Background: an optimization exercise with open tools, aiming at small area. Do not read the settings as production practice.
Function not checked in this run: the RTL went through the layout flow alone.
Power figures rest on the tool's default switching activity, not on a simulated workload.

==> flow/design.v <==
`timescale 1ns/1ps
module vga_pic(e_q, lo_q, seg_q, a_q, b_q, e_d, lo_d, seg_d, a_d, b_d, hsync, vsync, pix);
  input e_q;
  wire e_q;
  input [5:0] lo_q;
  wire [5:0] lo_q;
  input [3:0] seg_q;
  wire [3:0] seg_q;
  input [7:0] a_q;
  wire [7:0] a_q;
  input [1:0] b_q;
  wire [1:0] b_q;
  output e_d;
  wire e_d;
  output [5:0] lo_d;
  wire [5:0] lo_d;
  output [3:0] seg_d;
  wire [3:0] seg_d;
  output [7:0] a_d;
  wire [7:0] a_d;
  output [1:0] b_d;
  wire [1:0] b_d;
  output hsync;
  wire hsync;
  output vsync;
  wire vsync;
  output pix;
  wire pix;
  wire _000_;
  wire _001_;
  wire _002_;
  wire _003_;
  wire _004_;
  wire _005_;
  wire _006_;
  wire _007_;
  wire _008_;
  wire _009_;
  wire _010_;
  wire _011_;
  wire _012_;
  wire _013_;
  wire _014_;
  wire _015_;
  wire _016_;
  wire _017_;
  wire _018_;
  wire _019_;
  wire _020_;
  wire _021_;
  wire _022_;
  wire _023_;
  wire _024_;
  wire _025_;
  wire _026_;
  wire _027_;
  wire _028_;
  wire _029_;
  wire _030_;
  wire _031_;
  wire _032_;
  wire _033_;
  wire _034_;
  wire _035_;
  wire _036_;
  wire _037_;
  wire _038_;
  wire _039_;
  wire _040_;
  wire _041_;
  wire _042_;
  wire _043_;
  wire _044_;
  wire _045_;
  wire _046_;
  wire _047_;
  wire _048_;
  wire _049_;
  wire _050_;
  wire _051_;
  wire _052_;
  wire _053_;
  wire _054_;
  wire _055_;
  wire _056_;
  wire _057_;
  wire _058_;
  wire _059_;
  wire _060_;
  wire _061_;
  wire _062_;
  wire _063_;
  wire _064_;
  wire _065_;
  wire _066_;
  wire _067_;
  wire _068_;
  wire _069_;
  wire _070_;
  wire _071_;
  wire _072_;
  wire _073_;
  wire _074_;
  wire _075_;
  wire _076_;
  wire _077_;
  wire _078_;
  wire _079_;
  wire _080_;
  wire _081_;
  wire _082_;
  wire _083_;
  wire _084_;
  wire _085_;
  wire _086_;
  wire _087_;
  wire _088_;
  wire _089_;
  wire _090_;
  wire _091_;
  wire _092_;
  wire _093_;
  wire _094_;
  wire _095_;
  wire _096_;
  wire _097_;
  wire _098_;
  wire _099_;
  wire _100_;
  wire _101_;
  wire _102_;
  wire _103_;
  wire _104_;
  wire _105_;
  wire _106_;
  wire _107_;
  wire _108_;
  wire _109_;
  wire _110_;
  wire _111_;
  wire _112_;
  wire _113_;
  wire _114_;
  wire _115_;
  wire _116_;
  wire _117_;
  wire _118_;
  wire _119_;
  wire _120_;
  wire _121_;
  wire _122_;
  wire _123_;
  wire _124_;
  wire _125_;
  wire _126_;
  wire _127_;
  wire _128_;
  wire _129_;
  wire _130_;
  wire _131_;
  wire _132_;
  wire _133_;
  wire _134_;
  wire _135_;
  wire _136_;
  wire _137_;
  wire _138_;
  wire _139_;
  wire _140_;
  wire _141_;
  wire _142_;
  wire _143_;
  wire _144_;
  wire _145_;
  wire _146_;
  wire _147_;
  wire _148_;
  wire _149_;
  wire _150_;
  wire _151_;
  wire _152_;
  wire _153_;
  wire _154_;
  wire _155_;
  wire _156_;
  wire _157_;
  wire _158_;
  wire _159_;
  wire _160_;
  wire _161_;
  wire _162_;
  wire _163_;
  wire _164_;
  wire _165_;
  wire _166_;
  wire _167_;
  wire [7:0] a;
  wire [7:0] a_n;
  wire [1:0] b;
  wire [1:0] b_n;
  wire e;
  wire e_n;
  wire [5:0] lo;
  wire [5:0] lo_n;
  wire [3:0] seg;
  wire [3:0] seg_n;
  wire [7:0] \u.a ;
  wire [4:0] \u.a5 ;
  wire [7:0] \u.a_n ;
  wire [1:0] \u.b ;
  wire [1:0] \u.b_n ;
  wire \u.e ;
  wire \u.e_n ;
  wire \u.hsync ;
  wire [5:0] \u.lo ;
  wire [6:0] \u.lo_i ;
  wire [5:0] \u.lo_n ;
  wire \u.pix ;
  wire \u.right ;
  wire [3:0] \u.seg ;
  wire [4:0] \u.seg_i ;
  wire [3:0] \u.seg_n ;
  wire \u.vsync ;
  assign _120_ = lo_q[4] | ~(lo_q[3]);
  assign _121_ = lo_q[2] & ~(lo_q[1]);
  assign _122_ = lo_q[0] & ~(e_q);
  assign _123_ = _121_ & _122_;
  assign _124_ = _120_ | ~(_123_);
  assign _125_ = lo_q[5] & ~(_124_);
  assign _126_ = seg_q[2] & ~(seg_q[1]);
  assign _127_ = ~(_126_ & seg_q[3]);
  assign _128_ = _125_ & ~(_127_);
  assign _129_ = ~lo_q[1];
  assign _130_ = _122_ ^ _129_;
  assign lo_d[1] = ~(_128_ | _130_);
  assign _131_ = ~(a_q[6] & a_q[7]);
  assign _132_ = _131_ | a_q[5];
  assign _133_ = a_q[0] & ~(a_q[1]);
  assign _134_ = ~a_q[2];
  assign _135_ = ~(_133_ & _134_);
  assign _136_ = _132_ & ~(_135_);
  assign _137_ = ~seg_q[1];
  assign _138_ = ~(_125_ & _137_);
  assign _139_ = ~seg_q[0];
  assign _140_ = _138_ | _139_;
  assign _141_ = ~(seg_q[3] & seg_q[2]);
  assign _142_ = _140_ | _141_;
  assign _143_ = ~b_q[1];
  assign _144_ = _142_ | _143_;
  assign _145_ = _136_ & ~(_144_);
  assign _146_ = a_q[3] & ~(a_q[4]);
  assign _147_ = ~_146_;
  assign _148_ = _145_ & ~(_147_);
  assign _149_ = lo_q[4] | ~(lo_q[5]);
  assign _150_ = seg_q[0] & ~(_149_);
  assign _151_ = ~lo_q[3];
  assign _152_ = _123_ & ~(_151_);
  assign _153_ = _150_ & _152_;
  assign _154_ = _153_ & ~(_127_);
  assign _155_ = _154_ & ~(_143_);
  assign _156_ = ~(_155_ & _132_);
  assign _157_ = ~(_156_ | _135_);
  assign _158_ = _134_ & ~(_132_);
  assign _159_ = ~_158_;
  assign _160_ = _155_ & ~(_159_);
  assign _161_ = ~((_157_ & a_q[3]) | _160_);
  assign _162_ = ~a_q[4];
  assign _163_ = _161_ & ~(_162_);
  assign _164_ = ~(_148_ | _163_);
  assign a_d[4] = ~_164_;
  assign _165_ = ~((_133_ & _155_) | _134_);
  assign a_d[2] = _165_ | _157_;
  assign _166_ = ~(_155_ & a_q[0]);
  assign _167_ = ~((_166_ & a_q[1]) | (_133_ & _155_));
  assign a_d[1] = ~(_167_ | _160_);
  assign e_d = ~e_q;
  assign lo_d[0] = ~(lo_q[0] ^ e_q);
  assign _000_ = _153_ & ~(seg_q[1]);
  assign _001_ = _000_ & seg_q[2];
  assign seg_d[3] = _001_ ^ seg_q[3];
  assign seg_d[2] = _000_ ^ seg_q[2];
  assign _002_ = _125_ | seg_q[0];
  assign seg_d[0] = _002_ & ~(_153_);
  assign _003_ = ~(b_q[0] | b_q[1]);
  assign b_d[0] = _154_ ? _003_ : b_q[0];
  assign _004_ = ~a_q[6];
  assign _005_ = a_q[6] & ~(_160_);
  assign _006_ = ~(_147_ | _135_);
  assign _007_ = ~a_q[5];
  assign _008_ = ~(_006_ & _007_);
  assign _009_ = _008_ | _144_;
  assign a_d[6] = _009_ ? _005_ : _004_;
  assign _010_ = ~(_157_ | a_q[3]);
  assign a_d[3] = _161_ & ~(_010_);
  assign _011_ = _159_ & ~(_144_);
  assign a_d[0] = a_q[0] ? _144_ : _011_;
  assign _012_ = ~lo_q[5];
  assign lo_d[5] = _124_ ^ _012_;
  assign _013_ = ~(a_q[7] | b_q[1]);
  assign _014_ = a_q[3] | a_q[6];
  assign _015_ = _014_ | a_q[0];
  assign vsync = _013_ & ~(_015_);
  assign _016_ = _125_ | ~(_123_);
  assign _017_ = ~((_122_ & _129_) | lo_q[2]);
  assign _018_ = _017_ | _154_;
  assign lo_d[2] = _016_ & ~(_018_);
  assign _019_ = _128_ & ~(seg_q[0]);
  assign _020_ = _123_ ^ lo_q[3];
  assign lo_d[3] = _019_ | _020_;
  assign _021_ = _121_ | lo_q[3];
  assign _022_ = seg_q[2] | seg_q[1];
  assign _023_ = _022_ | seg_q[3];
  assign hsync = ~((_021_ & _150_) | _023_);
  assign _024_ = _154_ ? b_q[0] : b_q[1];
  assign b_d[1] = _024_ & ~(_160_);
  assign _025_ = _009_ | _004_;
  assign _026_ = ~a_q[7];
  assign a_d[7] = ~((_025_ & _026_) | _160_);
  assign _027_ = ~lo_q[0];
  assign _028_ = ~(lo_q[3] & lo_q[5]);
  assign _029_ = _027_ & ~(_028_);
  assign _030_ = lo_q[3] ^ lo_q[5];
  assign _031_ = ~(lo_q[2] ^ lo_q[5]);
  assign _032_ = ~(_030_ | _031_);
  assign _033_ = ~(_029_ | _032_);
  assign _034_ = ~_030_;
  assign _035_ = a_q[3] ? _034_ : _033_;
  assign _036_ = _035_ | _134_;
  assign _037_ = ~(lo_q[0] & a_q[0]);
  assign _038_ = lo_q[5] & ~(lo_q[1]);
  assign _039_ = a_q[1] & ~(_038_);
  assign _040_ = a_q[0] | ~(a_q[1]);
  assign _041_ = ~((_040_ & lo_q[1]) | _027_);
  assign _042_ = lo_q[5] ? lo_q[1] : _041_;
  assign _043_ = a_q[1] & ~(lo_q[1]);
  assign _044_ = ~((_037_ | _039_) & (_042_ | _043_));
  assign _045_ = _044_ & _031_;
  assign _046_ = _044_ | _031_;
  assign _047_ = ~(lo_q[0] ^ a_q[0]);
  assign _048_ = _030_ & ~(_047_);
  assign _049_ = b_q[1] & ~(b_q[0]);
  assign _050_ = lo_q[2] | ~(lo_q[1]);
  assign _051_ = _050_ | _151_;
  assign _052_ = _049_ & _051_;
  assign _053_ = _047_ & ~(_049_);
  assign _054_ = ~(_030_ & b_q[0]);
  assign _055_ = _027_ & ~(_051_);
  assign _056_ = _054_ | _055_;
  assign _057_ = ~((_048_ & _052_) | (_053_ & _056_));
  assign _058_ = _151_ & ~(_050_);
  assign _059_ = a_q[1] ^ lo_q[1];
  assign _060_ = _058_ | _059_;
  assign _061_ = ~_121_;
  assign _062_ = ~((_061_ | a_q[0]) & _059_);
  assign _063_ = lo_q[0] ? lo_q[5] : a_q[0];
  assign _064_ = _063_ ? _062_ : _060_;
  assign _065_ = _139_ & ~(_146_);
  assign _066_ = ~((_057_ | _064_) & _065_);
  assign _067_ = ~((_035_ & _046_) | _066_);
  assign _068_ = ~((_036_ | _045_) & _067_);
  assign _069_ = a_q[4] & ~(_045_);
  assign _070_ = ~((_069_ & _046_) | a_q[2]);
  assign _071_ = ~(lo_q[3] ^ lo_q[4]);
  assign _072_ = _032_ | ~(_071_);
  assign _073_ = _133_ & ~(_072_);
  assign _074_ = _143_ & ~(_055_);
  assign _075_ = b_q[0] & ~(seg_q[0]);
  assign _076_ = _074_ | ~(_075_);
  assign _077_ = ~((_049_ & _133_) | _134_);
  assign _078_ = ~_077_;
  assign _079_ = ~((_073_ & _076_) | _078_);
  assign _080_ = _146_ & ~(_079_);
  assign _081_ = ~((_028_ | _061_) & _149_);
  assign _082_ = _081_ | _137_;
  assign _083_ = ~lo_q[4];
  assign _084_ = _083_ & ~(_058_);
  assign _085_ = _012_ & ~(_084_);
  assign _086_ = _082_ | _085_;
  assign _087_ = ~((_080_ & seg_q[0]) | _086_);
  assign _088_ = ~((_068_ | _070_) & _087_);
  assign _089_ = ~(_072_ | _055_);
  assign _090_ = _040_ | ~(_003_);
  assign _091_ = ~((_090_ | _134_) & a_q[3]);
  assign _092_ = ~((_089_ & _091_) | (_085_ & _139_));
  assign _093_ = _021_ | _083_;
  assign _094_ = ~((lo_q[0] & lo_q[2]) | _093_);
  assign _095_ = lo_q[1] | ~(lo_q[0]);
  assign _096_ = ~lo_q[2];
  assign _097_ = ~((_095_ & _096_) | _120_);
  assign _098_ = ~((_094_ | _097_) & seg_q[0]);
  assign _099_ = a_q[3] | ~(a_q[4]);
  assign _100_ = ~((_049_ & _133_) | _099_);
  assign _101_ = _100_ | seg_q[1];
  assign _102_ = _098_ & ~(_101_);
  assign _103_ = ~((_092_ | _162_) & _102_);
  assign _104_ = a_q[2] & ~(a_q[3]);
  assign _105_ = _003_ | ~(_133_);
  assign _106_ = ~((_104_ & _105_) | (_081_ & _162_));
  assign _107_ = _106_ & ~(_080_);
  assign _108_ = _139_ & ~(_107_);
  assign _109_ = seg_q[3] & ~(seg_q[2]);
  assign _110_ = a_q[6] | ~(a_q[7]);
  assign _111_ = _110_ | _007_;
  assign _112_ = _109_ & ~(_111_);
  assign _113_ = _090_ & ~(a_q[2]);
  assign _114_ = ~((_113_ | _099_) & (_071_ | _030_));
  assign _115_ = _114_ | _006_;
  assign _116_ = _112_ & ~(_115_);
  assign _117_ = ~((_103_ | _108_) & _116_);
  assign pix = _088_ & ~(_117_);
  assign a_d[5] = ~((_008_ | _164_) & (_148_ | _007_));
  assign _118_ = ~(_000_ & lo_d[1]);
  assign seg_d[1] = ~((_153_ | _137_) & _118_);
  assign _119_ = _152_ ^ lo_q[4];
  assign lo_d[4] = _119_ & ~(_128_);
  assign \u.right  = lo_q[5];
  assign \u.a5  = { a[4], a_q[3], a[2:1], a_q[0] };
  assign { \u.seg_i [3:2], \u.seg_i [0] } = { seg_d[3:2], seg_d[0] };
  assign { \u.lo_i [5], \u.lo_i [0] } = { lo_d[5], lo_d[0] };
  assign \u.pix  = pix;
  assign \u.vsync  = vsync;
  assign \u.hsync  = hsync;
  assign \u.b_n  = b_d;
  assign \u.a_n  = { a_d[7:6], a_n[5:4], a_d[3], a_n[2:1], a_d[0] };
  assign \u.seg_n  = { seg_d[3:2], seg_n[1], seg_d[0] };
  assign \u.lo_n  = { lo_d[5], lo_n[4], lo_d[3:2], lo_n[1], lo_d[0] };
  assign \u.e_n  = e_q;
  assign \u.b  = b_q;
  assign \u.a  = { a_q[7:6], a[5:4], a_q[3], a[2:1], a_q[0] };
  assign \u.seg  = { seg_q[3:2], seg[1], seg_q[0] };
  assign \u.lo  = { lo_q[5], lo[4], lo_q[3:2], lo[1], lo_q[0] };
  assign \u.e  = e_d;
  assign b_n = b_d;
  assign { a_n[7:6], a_n[3], a_n[0] } = { a_d[7:6], a_d[3], a_d[0] };
  assign { seg_n[3:2], seg_n[0] } = { seg_d[3:2], seg_d[0] };
  assign { lo_n[5], lo_n[3:2], lo_n[0] } = { lo_d[5], lo_d[3:2], lo_d[0] };
  assign e_n = e_q;
  assign b = b_q;
  assign { a[7:6], a[3], a[0] } = { a_q[7:6], a_q[3], a_q[0] };
  assign { seg[3:2], seg[0] } = { seg_q[3:2], seg_q[0] };
  assign { lo[5], lo[3:2], lo[0] } = { lo_q[5], lo_q[3:2], lo_q[0] };
  assign e = e_d;
endmodule
`timescale 1ns/1ps
module vga_colorbar(
    input  wire        sys_clk,
    input  wire        sys_rst_n,
    output wire        hsync,
    output wire        vsync,
    output wire [15:0] rgb
);
reg        e_q;
reg [5:0]  lo_q;
reg [3:0]  seg_q;
reg [7:0]  a_q;
reg [1:0]  b_q;
wire       e_d;
wire [5:0] lo_d;
wire [3:0] seg_d;
wire [7:0] a_d;
wire [1:0] b_d;
wire       pix;
vga_pic logic_inst (
    .e_q(e_q), .lo_q(lo_q), .seg_q(seg_q), .a_q(a_q), .b_q(b_q),
    .e_d(e_d), .lo_d(lo_d), .seg_d(seg_d), .a_d(a_d), .b_d(b_d),
    .hsync(hsync), .vsync(vsync), .pix(pix)
);
always @(posedge sys_clk or negedge sys_rst_n) begin
    if (!sys_rst_n) begin
        e_q   <= 1'b0;
        lo_q  <= 6'd0;
        seg_q <= 4'd0;
        a_q   <= 8'd0;
        b_q   <= 2'd0;
    end else begin
        e_q   <= e_d;
        lo_q  <= lo_d;
        seg_q <= seg_d;
        a_q   <= a_d;
        b_q   <= b_d;
    end
end
assign rgb = {16{pix}};
endmodule
==> flow/flow/run.sh <==
#!/bin/bash
# Layout flow: the standard flow (standard.sh), with two changes:
#  - synthesis is the standard flow's own script (synth_recipe.tcl), except that ABC maps
#    the logic with an area-oriented script (area.abc) instead of ORFS's
#    delay-oriented one, and Yosys's half/full-adder extraction is skipped so
#    that ABC sees all the logic; the registers, their names and cell types
#    are those of the standard synthesis;
#  - the port buffers are sky130_fd_sc_hd__buf_1.
# ORFS writes each tool's log under orfs/logs; make's output is in flow_make.log.
set -euo pipefail
W=$(pwd)
export MY_FLOW_DIR="$W/flow"
bash standard.sh "SYNTH_SCRIPT=$W/flow/my_synth.tcl" \
    "BUFFER_PORTS_ARGS=-buffer_cell sky130_fd_sc_hd__buf_1" finish > "$W/flow_make.log" 2>&1
==> flow/flow/area.abc <==
strash
dch -f
amap
topo
==> flow/flow/my_synth.tcl <==
# The standard flow's synthesis script (synth_recipe.tcl) with two changes: ABC runs
# flow/area.abc (area-oriented mapping) instead of ORFS's script, and
# extract_fa (half/full-adder extraction) is skipped.
proc abc {args} {
  set i [lsearch -exact $args -script]
  if { $i >= 0 } {
    lset args [expr { $i + 1 }] $::env(MY_FLOW_DIR)/area.abc
  }
  puts "abc (area script): $args"
  yosys abc {*}$args
}
proc extract_fa {args} {
  puts "extract_fa skipped"
}
source $::env(MY_FLOW_DIR)/../synth_recipe.tcl
==> flow/standard.sh <==
#!/bin/bash
# synth_recipe.tcl (not shown) runs the flow's synth.tcl, then flattens the netlist and writes it again
# the make line also repeats each setting of config.mk as NAME=value (left out here)
make -C /OpenROAD-flow-scripts/flow DESIGN_CONFIG=/design/flow/config.mk WORK_HOME=/design/flow/orfs CLKGATE_MAP_FILE= SYNTH_SCRIPT=/design/flow/synth_recipe.tcl "${@:-finish}"
==> flow/config.mk <==
export PLATFORM = sky130hd
export DESIGN_NAME = vga_colorbar
export DESIGN_NICKNAME = vga_colorbar
export VERILOG_FILES = /design/flow/design.v
export SDC_FILE = /design/flow/constraint.sdc
export NUM_CORES = 4
export LEC_CHECK = 0
export CAP_MARGIN = 20
export CORE_AREA = 2.3 2.72 59.8 59.84
export DIE_AREA = 0 0 62 62
export PLACE_DENSITY = 0.9
export SLEW_MARGIN = 20
==> flow/constraint.sdc <==
create_clock -name core_clock -period 20.0 [get_ports {sys_clk}]
set_input_delay 4.0000 -clock core_clock [delete_from_list [all_inputs] [get_ports {sys_clk}]]
set_output_delay 4.0000 -clock core_clock [all_outputs]
set_load 0.01 [all_outputs]
==> impl_metrics.tcl <==
set metrics [dict create \
    routed_wl_um 3140 \
    drive_above_1_share_pct 2.99 \
    root_buffer "clkbuf_4" \
    power_density_mw_per_mm2 44.4 \
    period_needed_ps 6860 \
    vias 1407 \
    postSynthCellCount 193 \
    tightest_slew_ps 663 \
    clock_latency_ps 320 \
    finalHoldViolCount 0 \
    clk_pin_slew_ps 120 \
    place_congestion 0.951 \
    drt-vias-per-instance 5.70 \
    synth_seq_cells 21 \
    cts_setup_buffers 0 \
    worst_slack_ps 13140 \
    ys_warn_count 1 \
    cts_made_buffers 3 \
    min_path_type "reg2reg" \
    wl_per_cell_um 12.7 \
    avgSynthCellArea_um2 7.28 \
    clkSinkCount 21 \
    grt_pass1_vias 1206 \
    max_freq_ghz 0.146 \
    grt_max_degree 17 \
    peakVddDrop_uv 12.2 \
    antenna_found_initial 0 \
    end_kind "output port" \
    setup_viol 0 \
    reg2reg_depth 16 \
    dp_hpwl_um 2480 \
    synth-seq-area-share_pct 37.4 \
    skew_ps 6.93 \
    rsz0062_at_grt "false" \
    required_ps 16000 \
    fin_nets 204 \
    dr.pass1.iters 5 \
    htree_levels 1 \
    crit_type "reg2out" \
    ys_types 28 \
    syn-num-nets 195 \
    globalRouteTotalUtil_pct 19.1 \
    maxCapViolations 0 \
    critPathMaxFanout 16 \
    core_area_mm2 0.00328 \
    status "complete, no violations" \
    drc_errors 0 \
    area_growth_pct 4.01 \
    maxSlewViolCount 0 \
    clock_path_buffers 2 \
    fp.dieW_um 62 \
    io-pin-count 20 \
    dieHeight_um 62 \
    port_buffers 19 \
    initial_utilization_pct 42.8 \
    fin_cells 247 \
    min_period_over_period_pct 34.3 \
    max-slew-margin-rel_pct 55.6 \
    min_path_cells 1 \
    p_total_uw 65.0 \
    finalSetupTns_ps 0 \
    ant_nets 0 \
    antenna_cells 0 \
    ctsHoldBuffers 0 \
    place_inst 243 \
    grt_pass1_wl_um 5380 \
    synth_area_mm2 0.00141 \
    cts_tree "built" \
    gr-total-overflow 0 \
    dieArea_mm2 0.00384 \
    crit_arrival_ps 2860 \
    drt_iter0_drc 132 \
    dp_slack_ps 13170 \
    start_kind "flop" \
    rows 21 \
    fin_util_pct 44.5 \
    cts_resized 0 \
    leakage_uw 0.000545 \
]
==> worst max-delay path, stage by stage (launching register included) <==
cell	delay, ps
dfrtp_1	480
clkinv_1	150
o22ai_1	140
nor2b_1	170
nand2b_1	150
nor2_1	90
o31ai_1	80
a21o_1	170
o2111ai_1	220
a31oi_1	80
nor3_2	580
buf_1	220
==> cell type report <==
| class | count | area [um2] |
|---|---|---|
| Inverter | 27 | 101 |
| Timing Repair Buffer | 20 | 86.3 |
| Sequential cell | 21 | 526 |
| Multi-Input combinational cell | 129 | 663 |
| Tap cell | 46 | 57.6 |
| Fill cell | 353 | 1820 |
| Clock inverter | 1 | 5.00 |
| Clock buffer | 3 | 22.5 |
==> per-layer routing <==
metal,GRT usage [%],part of all wire (%)
met5,0,0
met4,9.42,3.7
met3,2.69,8.4
met2,30.1,46
met1,25.7,42
==> path summary, 6_finish.rpt <==
path / startpoint / end / slack (ps)
max: lo_q[5]$_DFF_PN0_ / rgb[2] / 13140
min: e_q$_DFF_PN0_ / e_q$_DFF_PN0_ / 530
max reg2reg: lo_q[2]$_DFF_PN0_ / a_q[5]$_DFF_PN0_ / 16280
min reg2reg: e_q$_DFF_PN0_ / e_q$_DFF_PN0_ / 530
max in group asynchronous: sys_rst_n / seg_q[3]$_DFF_PN0_ / 15920
min in group asynchronous: sys_rst_n / e_q$_DFF_PN0_ / 3610
==> logic make-up after synthesis <==
logic type             after synthesis  share of synthesized area [%]
flip-flops                          21                           37.4
AND/OR/NAND/NOR                     72                           21.8
buffers and inverters               43                           15.8
AO/OA/AOI/OAI                       57                           25.0
==> synthesized netlist by cell type, drive strengths merged <==
cell type | n | area (um2)
a22oi | 1 | 7.51
nor3 | 8 | 40.0
a32oi | 1 | 8.76
o22ai | 7 | 43.8
a211oi | 1 | 7.51
nor2b | 1 | 6.26
o221ai | 1 | 8.76
buf | 16 | 120
nand2b | 1 | 6.26
o31ai | 2 | 15.0
clkinv | 27 | 101
a21oi | 17 | 85.1
nor4 | 4 | 25.0
o22a | 1 | 8.76
o2111ai | 2 | 17.5
nor2 | 35 | 131
o21a | 2 | 15.0
nand2 | 17 | 63.8
a21o | 1 | 7.51
or3 | 2 | 12.5
o32a | 2 | 20.0
o21ai | 15 | 75.1
nand4 | 1 | 6.26
o41ai | 1 | 8.76
nand3 | 3 | 15.0
a31oi | 2 | 12.5
dfrtp | 21 | 526
o311a | 1 | 10.0
==> registers in the layout, indices dropped and copies added, names as in the netlist <==
signal  count
b_q         2
e_q         1
lo_q        6
seg_q       4
a_q         8
==> through the flow <==
| stage | hold WS (ps) | instance area [um2] |
|---|---|---|
| floorplan | 472 | 1410 |
| global placement | 488 | 1410 |
| detailed placement | 501 | 1430 |
| CTS | 529 | 1460 |
| global route | 568 | 1460 |
| finish | 534 | 1460 |
==> layout by cell type, fill, tap and decap left out <==
master	count
o2111ai_1	2
o21ai_0	15
a21o_1	1
nor2b_1	1
a21oi_1	17
nor4_1	4
a22oi_1	1
buf_1	19
nor2_1	35
o32a_1	2
a31oi_1	2
o31ai_1	2
clkbuf_4	3
o22ai_1	7
nor3_2	1
nor3_1	7
dfrtp_1	21
nand2_1	17
clkinv_1	27
nand3_1	3
o311a_1	1
o22a_1	1
or3_1	2
a32oi_1	1
o21a_1	2
o41ai_1	1
buf_8	1
clkinv_2	1
a211oi_1	1
nand4_1	1
nand2b_1	1
o221ai_1	1
==> power by group <==
| part | internal, uW | switching [uW] |
|---|---|---|
| clock network | 7.49 | 13.8 |
| logic | 0.309 | 0.877 |
| registers | 42.4 | 0 |
| total | 50.2 | 14.7 |

## port drivers added, routing unchanged
The flow's constraints put no driver on any port. The routed layout listed below was extracted and timed again, unchanged, in two steps. Step 1 sets driving cells, clkbuf_16 on the clock port and buf_2 on the other inputs (assumed; they add their load-dependent delay and slew). Step 2 also shifts input and output timing later by t, the mid clock arrival at the registers, as if the neighbouring blocks saw the same clock. a / b / c = no drivers / after step 1 / after step 2; a / b = the first two.
t (ns): 0.339
slack for setup (ns): 13.145 / 13.121 / 13.459
latest minus earliest clock arrival (ns): 0.007 / 0.007
worst register clock-pin slew, ns: 0.12 / 0.12
After both steps this run still meets setup and hold. For this run, drivers alone change the setup slack by -0.024 ns; drivers and shift together by +0.314 ns.
